What follows belongs to an exercise in optimizing a design on an open flow for small area, a short achievable clock period and few clock cycles per item; a production flow would make more cautious choices. Only simulation tests tie the RTL to the original design; equivalence was not proved.

wip/ember:
==> module RSA_IP, before the edit <==
module RSA_IP (
    input  [3:0] IN_X,     
    input        IN_X3,    
    input        IN_X4,    
    input  [1:0] IN_K11,   
    input  [7:0] IN_C,
    output [7:0] OUT_M
);
  wire [13:0] pr;
  assign pr[ 0] = (IN_X == 4'd9);    
  assign pr[ 1] = (IN_X == 4'd8);    
  assign pr[ 2] = (IN_X == 4'd14);    
  assign pr[ 3] = (IN_X == 4'd11);    
  assign pr[ 4] = (IN_X == 4'd13);    
  assign pr[ 5] = (IN_X == 4'd12);    
  assign pr[ 6] = (IN_X == 4'd10);    
  assign pr[ 7] = (IN_X == 4'd15);    
  assign pr[ 8] = (IN_X == 4'd1);    
  assign pr[ 9] = (IN_X == 4'd7);    
  assign pr[10] = (IN_X == 4'd2);    
  assign pr[11] = (IN_X == 4'd6);    
  assign pr[12] = (IN_X == 4'd3);    
  assign pr[13] = (IN_X == 4'd5);    
  wire [5:0] sh = {1'b0, pr[13], pr[12] | pr[11], pr[10] | pr[9] | pr[8],
                   pr[7] | pr[6] | pr[5] | pr[4], pr[3] | pr[2] | pr[1] | pr[0]};
  wire [5:0] bh = {pr[13] | pr[12] | pr[10] | pr[7] | pr[3], pr[11] | pr[9] | pr[6] | pr[2],
                   pr[8] | pr[5] | pr[1], pr[4] | pr[0], 2'b00};
  wire [3:0] s = {sh[4], sh[2] | sh[3], sh[0] | sh[1] | sh[3] | sh[4], sh[1] | sh[2] | sh[3] | sh[4]};
  wire [3:0] b = {bh[4] | bh[5], bh[2] | bh[3] | bh[5], bh[1] | bh[3] | bh[4], 1'b1};
  wire x3 = IN_X3;
  wire x4 = IN_X4;
  wire [1:0] k11 = IN_K11;
  wire [3:0] rs, rb;
  RSA_MOD u_rs (.X(IN_C), .M(s), .R(rs));
  RSA_MOD u_rb (.X(IN_C), .M(b), .R(rb));
  wire [3:0] r11 = sh[4] ? rs : rb;
  wire [3:0] ys5, ys7, yb5, yb7, y11, y13;
  RSA_POW5  u_ps5 (.K(x4),       .R(rs),  .Y(ys5));
  RSA_POW7  u_ps7 (.K(x3),       .R(rs),  .Y(ys7));
  RSA_POW5  u_pb5 (.K(x4),       .R(rb),  .Y(yb5));
  RSA_POW7  u_pb7 (.K(x3),       .R(rb),  .Y(yb7));
  RSA_POW11 u_p11 (.K(k11),      .R(r11), .Y(y11));
  RSA_POW13 u_p13 (.K({x4, x3}), .R(rb),  .Y(y13));
  wire [3:0] ms = ({4{sh[0] | sh[1]}} & rs) | ({4{sh[2]}} & ys5) | ({4{sh[3]}} & ys7) | ({4{sh[4]}} & y11);
  wire [3:0] mb = ({4{bh[1]}} & rb) | ({4{bh[2]}} & yb5) | ({4{bh[3]}} & yb7) | ({4{bh[4]}} & y11) | ({4{bh[5]}} & y13);
  wire [3:0] mbs;
  RSA_MODS u_mbs (.SH(sh[4:0]), .M(mb), .R(mbs));
  wire [4:0] vd;
  RSA_ADD #(5) u_vd (.A({1'b0, ms}), .B({1'b1, ~mbs}), .S(vd));    
  wire [3:0] vn, vs;
  RSA_ADD #(4) u_vn (.A(vd[3:0]), .B(4'd1), .S(vn));
  RSA_ADD #(4) u_vs (.A(vd[3:0]), .B(s + 4'd1), .S(vs));
  wire [3:0] v = vd[4] ? vs : vn;
  wire [3:0] u;
  RSA_UINV u_u (.PR(pr), .V(v), .U(u));
  wire [7:0] a0, a1, a2;
  RSA_ADD #(8) u_a0 (.A({4'd0, u}), .B({4'd0, mb}), .S(a0));
  RSA_ADD #(8) u_a1 (.A(a0), .B({3'd0, u & {4{b[1]}}, 1'b0}), .S(a1));
  RSA_ADD #(8) u_a2 (.A(a1), .B({2'd0, u & {4{b[2]}}, 2'b0}), .S(a2));
  RSA_ADD #(8) u_a3 (.A(a2), .B({1'd0, u & {4{b[3]}}, 3'b0}), .S(OUT_M));
endmodule
==> module RSA_TOP, before the edit <==
module RSA_TOP (
    clk, rst_n, in_valid,
    in_p, in_q, in_e, in_c,
    out_valid, out_m
);
input clk, rst_n, in_valid;
input [3:0] in_p, in_q;
input [7:0] in_e, in_c;
output out_valid;
output reg [7:0] out_m;
reg [3:0] st;
wire [3:0] st_nx = st[3]     ? ((st[2:0] == 3'd7) ? {3'd0, in_valid} : st + 4'd1) :
                   in_valid  ? 4'd1 : {st[0], 3'd0};
always @(posedge clk or negedge rst_n) begin
  if (!rst_n) st <= 4'd0;
  else st <= st_nx;
end
wire kload = (st == 4'd0) | (st == 4'd15);
wire       ex3;
wire [1:0] ek11;
RSA_ECLS I_RSA_ECLS (.E(in_e[6:1]), .X3(ex3), .K11(ek11));
wire [3:0] cp = {in_p[2] | in_p[3], in_p[0] & ~in_p[2], in_p[3], in_p[1]};
wire [3:0] cq = {in_q[2] | in_q[3], in_q[0] & ~in_q[2], in_q[3], in_q[1]};
reg [3:0] kx;
reg       kx3, kx4;
reg [1:0] kk11;
always @(posedge clk) if (kload) begin
  kx   <= cp ^ cq;
  kx3  <= ex3;
  kx4  <= in_e[1];
  kk11 <= ek11;
end
reg [7:0] dl [0:7];
integer i;
always @(posedge clk) begin
  dl[0] <= in_c;
  for (i = 1; i < 8; i = i + 1) dl[i] <= dl[i-1];
end
wire [7:0] m_w;
RSA_IP I_RSA_IP (.IN_X(kx), .IN_X3(kx3), .IN_X4(kx4), .IN_K11(kk11), .IN_C(dl[7]), .OUT_M(m_w));
always @(posedge clk or negedge rst_n) begin
  if (!rst_n) out_m <= 8'd0;
  else out_m <= m_w & {8{st_nx[3]}};
end
assign out_valid = st[3];
endmodule
Settings: LEC_CHECK=0, CAP_MARGIN=20, CORE_MARGIN=2, CORE_UTILIZATION=60, CTS_BUF_LIST=sky130_fd_sc_hd__clkbuf_8, GPL_TIMING_DRIVEN=0, SLEW_MARGIN=20; clock period 160.0 ns.
standard.sh (not shown) runs the stock make flow with config.mk's settings and CLKGATE_MAP_FILE= SYNTH_SCRIPT=/design/flow/synth_recipe.tcl, a recipe that flattens the netlist after the stock synthesis.
==> flow/flow/run.sh <==
#!/bin/bash
# Standard ORFS layout with two changes to how it is made:
#  - synthesis is the standard flow's own script, but ABC maps for minimum area (deepsyn +
#    area mapping, flow/abc_min.script) instead of minimum delay, and full
#    adders are left to ABC instead of being extracted first;
#  - the port buffers are the smallest buffer cell;
#  - clock tree synthesis adds no dummy loads to the clock tree leaves.
# Each tool's output goes to its own log in this folder (synth.log, layout.log)
# besides ORFS's logs under orfs/logs.
set -euo pipefail
W=$PWD
{
  head -n 1 synth_recipe.tcl
  cat <<TCL
proc abc {args} {
  set i [lsearch -exact \$args -script]
  if { \$i >= 0 } { set args [lreplace \$args [expr {\$i + 1}] [expr {\$i + 1}] $W/flow/abc_min.script] }
  yosys abc {*}\$args
}
proc extract_fa {args} {}
TCL
  tail -n +2 synth_recipe.tcl
} > my_synth.tcl
sed "s#SYNTH_SCRIPT=[^ ]*#SYNTH_SCRIPT=$W/my_synth.tcl#" standard.sh > my_standard.sh
bash my_standard.sh synth > synth.log 2>&1
bash standard.sh "BUFFER_PORTS_ARGS=-buffer_cell sky130_fd_sc_hd__buf_1" \
  "CTS_ARGS=-sink_clustering_enable -repair_clock_nets -dont_use_dummy_load -buf_list sky130_fd_sc_hd__clkbuf_8" \
  finish > layout.log 2>&1
==> flow/flow/abc_min.script <==
strash
&get -n
&deepsyn -T 90
&put
dch
amap
topo
wip/ember ended with every stage complete and zero timing, DRC or antenna violations.
Testbench counts of wip/ember, summed over its fixed seeds: cycles 8,160, items 480.
For wip/tundra, these inputs were changed with respect to wip/ember:
--- a/flow/design.v
+++ b/flow/design.v
@@ -27,29 +27,30 @@
   end endgenerate
 endmodule
 module RSA_IP (
     input  [3:0] IN_X,     
+    input        IN_H,     
     input        IN_X3,    
     input        IN_X4,    
     input  [1:0] IN_K11,   
     input  [7:0] IN_C,
     output [7:0] OUT_M
 );
   wire [13:0] pr;
-  assign pr[ 0] = (IN_X == 4'd9);    
-  assign pr[ 1] = (IN_X == 4'd8);    
-  assign pr[ 2] = (IN_X == 4'd14);    
-  assign pr[ 3] = (IN_X == 4'd11);    
-  assign pr[ 4] = (IN_X == 4'd13);    
-  assign pr[ 5] = (IN_X == 4'd12);    
-  assign pr[ 6] = (IN_X == 4'd10);    
-  assign pr[ 7] = (IN_X == 4'd15);    
-  assign pr[ 8] = (IN_X == 4'd1);    
-  assign pr[ 9] = (IN_X == 4'd7);    
-  assign pr[10] = (IN_X == 4'd2);    
-  assign pr[11] = (IN_X == 4'd6);    
-  assign pr[12] = (IN_X == 4'd3);    
-  assign pr[13] = (IN_X == 4'd5);    
+  assign pr[ 0] = (IN_X == 4'd7);    
+  assign pr[ 1] = (IN_X == 4'd5);    
+  assign pr[ 2] = (IN_X == 4'd9);    
+  assign pr[ 3] = (IN_X == 4'd15);    
+  assign pr[ 4] = (IN_X == 4'd6) & IN_H;    
+  assign pr[ 5] = (IN_X == 4'd4);    
+  assign pr[ 6] = (IN_X == 4'd8) & IN_H;    
+  assign pr[ 7] = (IN_X == 4'd14) & IN_H;    
+  assign pr[ 8] = (IN_X == 4'd2);    
+  assign pr[ 9] = (IN_X == 4'd14) & ~IN_H;    
+  assign pr[10] = (IN_X == 4'd8) & ~IN_H;    
+  assign pr[11] = (IN_X == 4'd12);    
+  assign pr[12] = (IN_X == 4'd10);    
+  assign pr[13] = (IN_X == 4'd6) & ~IN_H;    
   wire [5:0] sh = {1'b0, pr[13], pr[12] | pr[11], pr[10] | pr[9] | pr[8],
                    pr[7] | pr[6] | pr[5] | pr[4], pr[3] | pr[2] | pr[1] | pr[0]};
   wire [5:0] bh = {pr[13] | pr[12] | pr[10] | pr[7] | pr[3], pr[11] | pr[9] | pr[6] | pr[2],
                    pr[8] | pr[5] | pr[1], pr[4] | pr[0], 2'b00};
@@ -370,15 +371,14 @@
 wire kload = (st == 4'd0) | (st == 4'd15);
 wire       ex3;
 wire [1:0] ek11;
 RSA_ECLS I_RSA_ECLS (.E(in_e[6:1]), .X3(ex3), .K11(ek11));
-wire [3:0] cp = {in_p[2] | in_p[3], in_p[0] & ~in_p[2], in_p[3], in_p[1]};
-wire [3:0] cq = {in_q[2] | in_q[3], in_q[0] & ~in_q[2], in_q[3], in_q[1]};
 reg [3:0] kx;
-reg       kx3, kx4;
+reg       kh, kx3, kx4;
 reg [1:0] kk11;
 always @(posedge clk) if (kload) begin
-  kx   <= cp ^ cq;
+  kx   <= in_p ^ in_q;
+  kh   <= (~in_p[3] & ~in_p[2] & in_p[0]) | (~in_q[3] & ~in_q[2] & in_q[0]);
   kx3  <= ex3;
   kx4  <= in_e[1];
   kk11 <= ek11;
 end
@@ -388,9 +388,9 @@
   dl[0] <= in_c;
   for (i = 1; i < 8; i = i + 1) dl[i] <= dl[i-1];
 end
 wire [7:0] m_w;
-RSA_IP I_RSA_IP (.IN_X(kx), .IN_X3(kx3), .IN_X4(kx4), .IN_K11(kk11), .IN_C(dl[7]), .OUT_M(m_w));
+RSA_IP I_RSA_IP (.IN_X(kx), .IN_H(kh), .IN_X3(kx3), .IN_X4(kx4), .IN_K11(kk11), .IN_C(dl[7]), .OUT_M(m_w));
 always @(posedge clk or negedge rst_n) begin
   if (!rst_n) out_m <= 8'd0;
   else out_m <= m_w & {8{st_nx[3]}};
 end
[summary]
- Between wip/ember and wip/tundra, data arrival time of the critical path is higher for wip/ember, wip/tundra comes in under that.
- wip/tundra ends up with a die outline area that is about 1% lower than in wip/ember.
- Changes observed in wip/tundra relative to wip/ember: number of max-slew violations in the final report was more or less identical; sequential cell area share went up by 0.86 points.
- Summary of wip/tundra over wip/ember: synthesized cell count moved down, number of routed nets with antenna violations level.
Testbench counts of wip/tundra, summed over its fixed seeds: cycles 8,160, items 480.

## afterwards: timing with drivers on the ports
The flow's constraints put no driver on any port. The routed layouts listed below were extracted and timed again, unchanged, in two steps.
Step 1 assumes that a clkbuf_16 drives the clock port and a buf_2 every other input.
Step 2 times the ports against the registers' clock, not the clock port: input delays grow and output delays shrink by t, the midpoint of the rising clock arrivals with the driver on.
a / b / c = ideal ports / drivers / drivers and shift; a / b = the first two.
run | t (ns) | setup slack, ns | slew at the worst register clock pin (ns) | cell pins on the clock port's net
wip/ember | 0.352 | 126.353 / 126.355 / 126.003 | 0.08 / 0.08 | 1
wip/tundra | 0.383 | 126.765 / 126.773 / 126.391 | 0.10 / 0.10 | 1
After both steps every run listed still meets setup and hold. The setup slack of wip/tundra, which loses most, moves by +0.008 ns with the drivers and by -0.374 ns with both steps.
